From an optimization exercise on the open Yosys and OpenROAD flow, aimed at small area, a short achievable clock period and few clock cycles; shortcuts taken in it are not production practice. Only simulation tests tie the RTL to the original design; equivalence was not proved. Power is estimated from default activity; no workload was simulated.

Design Translate, start of the top module:
module Translate (
    input             CLK,
    input             RSTn,        
    output     [15:0] MADDR,       
    output            M_W,         
    output     [15:0] MDATAOUT,    
    input      [15:0] MDATAIN,     
    output            HALTED
);
clock: 6.0 ns
lec_check: 0
abc_area: 1
cap_margin: 20
core_margin: 2
core_utilization: 40
setup_slack_margin: 3.5
slew_margin: 20
run.sh (not shown) runs the stock make flow with config.mk's settings and CLKGATE_MAP_FILE= SYNTH_SCRIPT=/design/flow/synth_recipe.tcl, a recipe that flattens the netlist after the stock synthesis.
Testbench counts at the start, summed over its fixed seeds: cycles 206,583.
==> next run, changes <==
- CTS_CLUSTER_DIAMETER: unset -> 80
- CTS_CLUSTER_SIZE: unset -> 20
- SETUP_SLACK_MARGIN: 3.5 -> 3.4
What happened:
- total power fell by 15%
- setup slack improves by 0.063 ns
- worst hold slack is about the same
- maximum frequency goes up by 2.4%
- clock skew fell by 0.0064 ns
- wire length went down by 4.3%
- first-iteration DRC count increases by 9.5%
- global-route usage goes down by 1.2 points
==> next run, changes <==
- CORE_UTILIZATION: 40 -> 50
What happened:
- The changed run passed the timing, DRC and antenna checks
- sequential power hardly moves
- sequential share of layout area is lower by 0.68 points
- total power came out higher by 3.4%
- via count came out higher by 2.0%
- clock-buffer cell count is unchanged
==> next run, changes <==
- CORE_UTILIZATION: 50 -> 40
- CTS_CLUSTER_DIAMETER: 80 -> unset
- CTS_CLUSTER_SIZE: 20 -> unset
Result: Sequential share of layout area fell by 0.47 points. Wire length fell by 2.5%. Worst hold slack loses 0.016 ns.

========
build 12:
Translate, a different RTL version from the one above (not shown whole).
For scale: about 1600 cells after synthesis, roughly 420 flip-flops, about 52 I/O pins.
export LEC_CHECK = 0
export CAP_MARGIN = 20
export CORE_MARGIN = 2
export CORE_UTILIZATION = 40
export SETUP_SLACK_MARGIN = 2.6
export SLEW_MARGIN = 20
create_clock -name core_clock -period 6.0 [get_ports {CLK}]
Testbench counts of build 12, summed over its fixed seeds: cycles 206,549.
Here is what was changed in the inputs of build 98 compared with build 12.
- SETUP_SLACK_MARGIN changed from 2.6 to 3.2
- ABC_AREA newly set to 1
Findings:
Between build 98 and build 12, it is build 98 whose via count of the first global-routing pass is higher, by 5230.
Lower largest voltage drop on the vdd net among build 12 and build 98: build 98
Build 98 vs. build 12: total power moved up, post-route fraction of the period consumed by the critical path went down 6.0 points, layout buffer count excluding clock buffers rose 24, static leakage power went up, count of non-CTS inverters in the layout saw an increase.
Lower die area was reported by build 12, not build 98.
Looking at count of instances resized after the clock tree is built, build 98 sits 49 higher than build 12 does.
Here is what was changed in the inputs of build 53 compared with build 98.
- changing SETUP_SLACK_MARGIN from 3.2 to 3.0
- removing ABC_AREA (formerly 1)
==> comparison <==
Build 53 vs. build 98: number of logic inverters in the finished layout went down by about 75%. Diff build 98 -> build 53: combinational power share shows an increase of 2.8 points, clock network fraction of total power shrank by 3.9 points, summed area of non-filler cells in the final layout dropped about 1%, core occupancy in the finished layout rose 2.6 points.
> inputs changed (build 53 -> build 54)
- ABC_AREA newly set to 1
- CORE_UTILIZATION changed from 40 to 50
- SETUP_SLACK_MARGIN changed from 3.0 to 3.4
Notes after the runs:
Total of clock buffers placed in the layout (build 54 vs. build 53) increases by more than a quarter
Die area on build 54 is ahead of build 53.
Compared build 54 against build 53; critical path required time within noise.
Diff build 53 -> build 54: maximum net fanout on the critical path decreased by 1 relative to the old numbers; total power after layout +about 2.3%; buffer share of cell area shrank by 0.29 points; peak clock frequency supported by timing rose about 15%; height of the die shows a reduction of 18 um.
Compared with build 53, build 54 shows a higher weighted congestion reported at the end of routability-driven placement.
In the tables for build 54 and build 53, cell count reads lower with build 53.

========
Starting RTL as in the previous note.
// Translate
module Translate (
    input             CLK,
    input             RSTn,        
    output     [15:0] MADDR,       
    output            M_W,         
    output     [15:0] MDATAOUT,    
    input      [15:0] MDATAIN,     
    output            HALTED
);
    localparam [3:0] OP_LW = 4'b0001, OP_SW = 4'b0011, OP_AND = 4'b0101,
                     OP_OR = 4'b0110, OP_ADD = 4'b0111, OP_SUB = 4'b1000,
                     OP_SLT = 4'b1001, OP_BEQ = 4'b1010, OP_J = 4'b1011,
                     OP_ADDI = 4'b1100;
    function is_halt_op(input [3:0] o);
        is_halt_op = (o == 4'b0000) || (o == 4'b0010) || (o == 4'b0100) ||
                     (o == 4'b1101) || (o == 4'b1110) || (o == 4'b1111);
    endfunction
    reg  [255:0] RF;       
    reg  [15:0] MA;        
    reg         MF;        
    reg         MWR;       
    reg  [15:0] P;         
    reg         AV;        
    reg  [15:0] IR;
    reg         IV;
    reg  [15:0] IPC1;      
    reg  [3:0]  RB;        
    reg  [11:0] EI;        
    reg         EV;
    reg         f_inv, f_and, f_or, f_sum, f_slt, f_addi, f_wr, f_as;
    reg         f_lw, f_sw, f_beq, f_halt;
    reg  [15:0] OA, OB;    
    reg         PA, PB;    
    reg  [15:0] BTE;       
    reg         LWP;       
    reg  [3:0]  LWD;       
    reg         H;         
    reg         MAA, MAB;  
    reg         SVA, SVB;  
    reg         FAR, FBR;  
    reg         FAO, FBO;  
  ...
clock: 6.0 ns
lec_check: 0
cap_margin: 20
core_margin: 2
core_utilization: 40
cts_buf_list: sky130_fd_sc_hd__clkbuf_4 sky130_fd_sc_hd__clkbuf_8
setup_slack_margin: 3.0
slew_margin: 20
Testbench counts at the start, summed over its fixed seeds: cycles 206,549.
Then changed:
- ABC_AREA: not set -> 1
- CTS_BUF_LIST: sky130_fd_sc_hd__clkbuf_4 sky130_fd_sc_hd__clkbuf_8 -> not set
Design area falls by 0.88%. Area after synthesis rises by 6.1%. Power rises by 1.5%. Wire length rises by 18%. Non-clock buffer count falls by 77. Hold slack is better by 0.028 ns. Final cell count rises by 44%. Die area rises by 6.0%. Via count rises by 36%. Clock skew falls by 0.038 ns. Global-route usage rises by 2.2 points.
Then changed:
- ABC_AREA: 1 -> not set
- SETUP_SLACK_MARGIN: 3.0 -> 3.4
Result: Routed wire length fell by 9.9%. Power went up by 3.2%. Setup slack got worse by 0.29 ns. Global-route usage drops by 1.3 points. Combinational power goes up by 39%. First-iteration DRC count shrinks by 33%. Synthesized cell count came out lower by 43%. Worst hold slack gains 0.0089 ns. Register-to-register slack got worse by 0.29 ns. Area after synthesis decreases by 5.7%.
Then changed:
- ABC_AREA: not set -> 1
Effect:
- worst setup slack improved by 0.52 ns
- clock skew rises by 0.027 ns
- synthesized area increases by 6.1%
- via count came out higher by 35%
- routed wire length goes up by about 16%
- core utilization is lower by 4.8 points
- sequential power is about the same
- power shrinks by 0.37%
Then changed:
- CTS_CLUSTER_DIAMETER: not set -> 100
- CTS_CLUSTER_SIZE: not set -> 30
- SETUP_SLACK_MARGIN: 3.4 -> 3.0
Effect:
- The new run passed the timing, DRC and antenna checks
- sequential power is about the same
- count of clock-buffer cells in the layout went down by 36
- design area went down by 8.7%
- hold slack is better by 0.0096 ns
- first-iteration DRC count does not change
- power went down by 19%

static timing again, ports no longer ideal:
No port has a modelled driver above. Below, the same layouts with a new extraction and two added sets of constraints.
Step 1: set_driving_cell puts a clkbuf_16 on CLK and a buf_2 on each other input, an assumption about the parent block.
Step 2 adds t to the input delays and takes it off the output delays; t is the mean of the earliest and latest rising clock arrival at the registers after step 1. Input paths then give back, and output paths get back, about the clock's delay inside the block.
Three values: ideal ports, drivers, drivers and shift; two values: the first two.
| run | t, ns | setup slack, ns | clock arrival spread, ns | pins driven straight from the clock port |
|---|---|---|---|---|
| the first run of note 1 | 0.649 | 3.297 / 3.266 / 2.856 | 0.043 / 0.043 | 1 |
| the second run of note 1 | 0.653 | 3.360 / 3.301 / 2.798 | 0.033 / 0.032 | 1 |
| the third run of note 1 | 0.678 | 3.276 / 3.276 / 2.767 | 0.035 / 0.034 | 1 |
| the fourth run of note 1 | 0.644 | 3.366 / 3.330 / 2.864 | 0.052 / 0.052 | 1 |
| build 12 | 0.643 | 2.722 / 2.661 / 2.120 | 0.036 / 0.036 | 1 |
| build 98 | 0.666 | 3.079 / 3.020 / 2.690 | 0.067 / 0.066 | 1 |
| build 53 | 0.641 | 2.931 / 2.931 / 2.594 | 0.038 / 0.037 | 1 |
| build 54 | 0.655 | 3.336 / 3.280 / 2.901 | 0.029 / 0.029 | 1 |
| the first run of note 3 | 0.716 | 2.972 / 2.972 / 2.418 | 0.076 / 0.076 | 1 |
| the second run of note 3 | 0.643 | 3.080 / 3.074 / 2.479 | 0.040 / 0.041 | 1 |
| the third run of note 3 | 0.648 | 2.792 / 2.792 / 2.501 | 0.038 / 0.038 | 1 |
| the fourth run of note 3 | 0.656 | 3.311 / 3.257 / 2.883 | 0.065 / 0.065 | 1 |
| the fifth run of note 3 | 0.634 | 2.982 / 2.982 / 2.498 | 0.046 / 0.046 | 1 |
After both steps setup and hold are still met in every run listed. For build 12, which loses most, drivers alone change the setup slack by -0.061 ns; drivers and shift together by -0.602 ns.
